This is an optimization exercise on Yosys and OpenROAD, whose aim is small area, not a production implementation.
Only simulation tests tie the RTL to the original design; equivalence was not proved.
Power and IR drop assume default switching activity.

== wip/ember ==
Design top_level, start of the top module:
module top_level (
    input  wire         clk_100mhz,
    output logic [15:0] led,
    input  wire  [15:0] sw,
    input  wire  [ 4:0] btn,
    output logic        spk,
    output logic        aud_sd_n,
    input wire JA1
);
  assign aud_sd_n = 1'b1;   
  assign led[7:0] = sw[7:0];
  assign led[15] = 1'b0;
  logic sys_rst;
  assign sys_rst = btn[0];
  logic [3:0] freq_m;
  logic [3:0] freq_s;
  logic [3:0] shift_sw;   
  always_ff @(posedge clk_100mhz) begin
    freq_m   <= sw[15:12];
    freq_s   <= sw[11:8];
    shift_sw <= sw[7:4];
  end
  logic [21:0] wave_period;
  divider my_divide (
      .clk(clk_100mhz),
      .rst(sys_rst),
      .freq_m(freq_m),
      .freq_s(freq_s),
      .period(wave_period)
  );
  logic [21:0] square_count;
  counter #(
      .W(22)
  ) wave_count (
      .clk(clk_100mhz),
      .rst(sys_rst),
      .period(wave_period),
      .count(square_count)
  );
  logic square_state;
  logic impulse_approx;
  logic square_wave;
  always_ff @(posedge clk_100mhz) begin
    if (sys_rst) begin
      square_state <= 1'b0;
    end else begin
      square_state <= (square_count == 0) ^ square_state;
    end
    impulse_approx <= square_state && (square_count < 1000);
    square_wave <= square_state;
  end
  logic midi_valid;
  logic [6:0] midi_status;
  midi_receive my_midi_receiver (
      .clk(clk_100mhz),
      .rst(sys_rst),
      .din(JA1),
      .dout_valid(midi_valid),
      .status(midi_status)
  );
  always_ff @(posedge clk_100mhz) begin
    if (midi_valid) begin
      led[14:8] <= midi_status;
    end
  end
  logic [11:0] sample_cycle_count;
  counter #(
      .W(12)
  ) sampled_counter (
      .clk(clk_100mhz),
      .rst(sys_rst),
      .period(12'd2272),
      .count(sample_cycle_count)
  );
  logic [15:0] sin_sample;
  logic        sin_zero;
  sin_gen my_sin_gen (
      .clk(clk_100mhz),
      .rst(sys_rst),
      .freq_m(freq_m),
      .freq_s(freq_s),
      .cnt(sample_cycle_count),
      .sample(sin_sample),
      .sample_zero(sin_zero)
  );
  logic [15:0] sin_upsample;
  upsampler my_upsample (
      .clk(clk_100mhz),
      .rst(sys_rst),
  ...
Settings: LEC_CHECK=0, CAP_MARGIN=20, CORE_MARGIN=2, CORE_UTILIZATION=45, SLEW_MARGIN=10, SYNTH_MEMORY_MAX_BITS=32768; clock period 14.0 ns.
standard.sh (not shown) runs the stock make flow with config.mk's settings and CLKGATE_MAP_FILE= SYNTH_SCRIPT=/design/flow/synth_recipe.tcl, a recipe that flattens the netlist after the stock synthesis.
==> flow/flow/run.sh <==
#!/bin/bash
# Layout flow: the standard ORFS flow (standard.sh) with one change in
# synthesis: combinational logic is mapped with an area-oriented ABC script
# (flow/abc_area_map.script) instead of ORFS's delay-oriented one, and Yosys's
# early "abc -fast" inside synth is skipped (-noabc) so that the hand-built
# full-adder trees reach extract_fa as written.  Registers, their names and
# cell types are exactly those of the standard synthesis; floorplan,
# placement, routing and finishing are the standard ones.  Clock tree
# synthesis uses clkbuf_4 buffers, clusters of at most 8 sinks within 60 um,
# and no dummy load cells (-dont_use_dummy_load).
set -euo pipefail
WORK=$(pwd)

# private copy of ORFS's scripts with the ABC script replaced
rm -rf "$WORK/scripts_area"
cp -r "$FLOW_HOME/scripts" "$WORK/scripts_area"
cp "$WORK/flow/abc_area_map.script" "$WORK/scripts_area/abc_speed.script"
cp "$WORK/flow/abc_area_map.script" "$WORK/scripts_area/abc_area.script"
export SCRIPTS_DIR="$WORK/scripts_area"
export SYNTH_OPERATIONS_ARGS="-noabc"
export CTS_ARGS="-sink_clustering_enable -repair_clock_nets -buf_list sky130_fd_sc_hd__clkbuf_4 -sink_clustering_size 8 -sink_clustering_max_diameter 60 -dont_use_dummy_load"

bash standard.sh synth > "$WORK/synth.log" 2>&1
bash standard.sh > "$WORK/layout.log" 2>&1
==> flow/flow/abc_area_map.script <==
strash
dc2
&get -n
&dch -f
&nf -R 1000
&put
strash
dc2
&get -n
&dch -f
&nf -R 1000
&put
topo
wip/ember ended with every stage complete and zero timing, DRC or antenna violations.
Changes in wip/cedar relative to wip/ember:
- CAP_MARGIN changed from 20 to 0
- SLEW_MARGIN changed from 10 to 0
- GPL_TIMING_DRIVEN newly set to 0
--- a/flow/flow/run.sh
+++ b/flow/flow/run.sh
@@ -8,4 +8,4 @@
 # placement, routing and finishing are the standard ones.  Clock tree
-# synthesis uses clkbuf_4 buffers, clusters of at most 8 sinks within 60 um,
-# and no dummy load cells (-dont_use_dummy_load).
+# synthesis runs with the standard options plus -dont_use_dummy_load (no
+# dummy load cells added to balance the tree).
 set -euo pipefail
@@ -20,3 +20,3 @@
 export SYNTH_OPERATIONS_ARGS="-noabc"
-export CTS_ARGS="-sink_clustering_enable -repair_clock_nets -buf_list sky130_fd_sc_hd__clkbuf_4 -sink_clustering_size 8 -sink_clustering_max_diameter 60 -dont_use_dummy_load"
+export CTS_ARGS="-sink_clustering_enable -repair_clock_nets -buf_list sky130_fd_sc_hd__clkbuf_4 -dont_use_dummy_load"
 
[summary]
The layout from wip/cedar, despite a flow that completed every stage, fails the layout checks, with the failing checks listed as max-capacitance violations, max-slew violations.
Re final standard cell utilization of the core: wip/cedar and wip/ember aren't equal, and the higher value belongs to wip/cedar.
Instance count on the critical path sits lower in wip/cedar than in wip/ember.
Summary of wip/cedar over wip/ember: total length of routed met2 wires saw an increase; share of the cycle needed by the critical path after routing saw an increase; final routed wire length divided by cell count saw a decrease; smallest setup slack after layout saw a decrease.
Relative to wip/cedar, the following input files were edited for wip/yarrow:
- swapping 0 for 20 in SLEW_MARGIN
- swapping 0 for 20 in CAP_MARGIN
--- a/flow/flow/run.sh
+++ b/flow/flow/run.sh
@@ -8,4 +8,4 @@
 # placement, routing and finishing are the standard ones.  Clock tree
-# synthesis runs with the standard options plus -dont_use_dummy_load (no
-# dummy load cells added to balance the tree).
+# synthesis uses clkbuf_4 buffers, clusters of at most 8 sinks within 60 um,
+# and no dummy load cells (-dont_use_dummy_load).
 set -euo pipefail
@@ -20,3 +20,3 @@
 export SYNTH_OPERATIONS_ARGS="-noabc"
-export CTS_ARGS="-sink_clustering_enable -repair_clock_nets -buf_list sky130_fd_sc_hd__clkbuf_4 -dont_use_dummy_load"
+export CTS_ARGS="-sink_clustering_enable -repair_clock_nets -buf_list sky130_fd_sc_hd__clkbuf_4 -sink_clustering_size 8 -sink_clustering_max_diameter 60 -dont_use_dummy_load"
 
### Flow results
Compared with wip/cedar, in wip/yarrow layout buffer count excluding clock buffers went up by 14%; worst setup slack after placement went up by 0.80 ns.
Comparing wip/cedar and wip/yarrow, the lower switching component of the power is on wip/yarrow.
Taking wip/cedar over wip/yarrow, the internal power consumption ratio works out to 1.08.
On wip/yarrow: power density of the placed cells is 9.1 nW/um^2 lower than what wip/cedar gave.
wip/yarrow reports a lower number of buffers created by CTS than wip/cedar does.
wip/yarrow has wire length below what wip/cedar had.
wip/yarrow reached the final stage; the timing, design-rule and antenna checks on its layout passed.
Detailed placer's ending HPWL delta (wip/yarrow − wip/cedar): unfavourable
Across both runs, first-pass detailed-route iteration total was higher for wip/yarrow than for wip/cedar.
Cmp wip/cedar and wip/yarrow / clock group share of total power / higher: wip/cedar
Met3 wire length in wip/yarrow vs wip/cedar: down 9.2%
The inputs of wip/zinc differ from those of wip/yarrow as listed below.
- GPL_TIMING_DRIVEN: 0 -> unset
- CORE_UTILIZATION: 45 -> 50
Results
In summary, wip/zinc completed successfully, with a layout that passed the timing, design-rule and antenna checks.
Worst setup slack: wip/zinc > wip/yarrow
Sequential share of layout area for wip/zinc: 0.55 points up relative to wip/yarrow
Relative to wip/yarrow, the leakage power of the design measured on wip/zinc has increased slightly.
Diff wip/yarrow -> wip/zinc: post-detailed-placement cell area decreased 790 um^2; final HPWL from detailed placement increased 1.9%; post-synthesis share of cell area spent on and, or, nand and nor gates essentially unchanged; routed length on met3 increased about 46%.

==> port drivers added, routing unchanged <==
No port has a modelled driver above. Below, the same layouts with a new extraction and two added sets of constraints. Step 1 (the two cells are an assumption about what drives the block):
set clk [get_ports {clk_100mhz}]
set_driving_cell -lib_cell sky130_fd_sc_hd__clkbuf_16 $clk
set_driving_cell -lib_cell sky130_fd_sc_hd__buf_2 [delete_from_list [all_inputs] $clk]
Step 2 also shifts input and output timing later by t, the mid clock arrival at the registers, as if the neighbouring blocks saw the same clock. Slacks: no drivers / after step 1 / after step 2; pairs: no drivers / after step 1.
run	t (ns)	setup WS [ns]	worst slew at a driven data input, ns	pins driven straight from the clock port
wip/ember	1.218	1.369 / 1.369 / 1.369	0.09	1
wip/cedar	1.305	0.684 / 0.684 / 0.684	0.10	1
wip/yarrow	1.220	0.620 / 0.620 / 0.620	0.12	1
wip/zinc	1.236	0.763 / 0.763 / 0.763	0.06	1
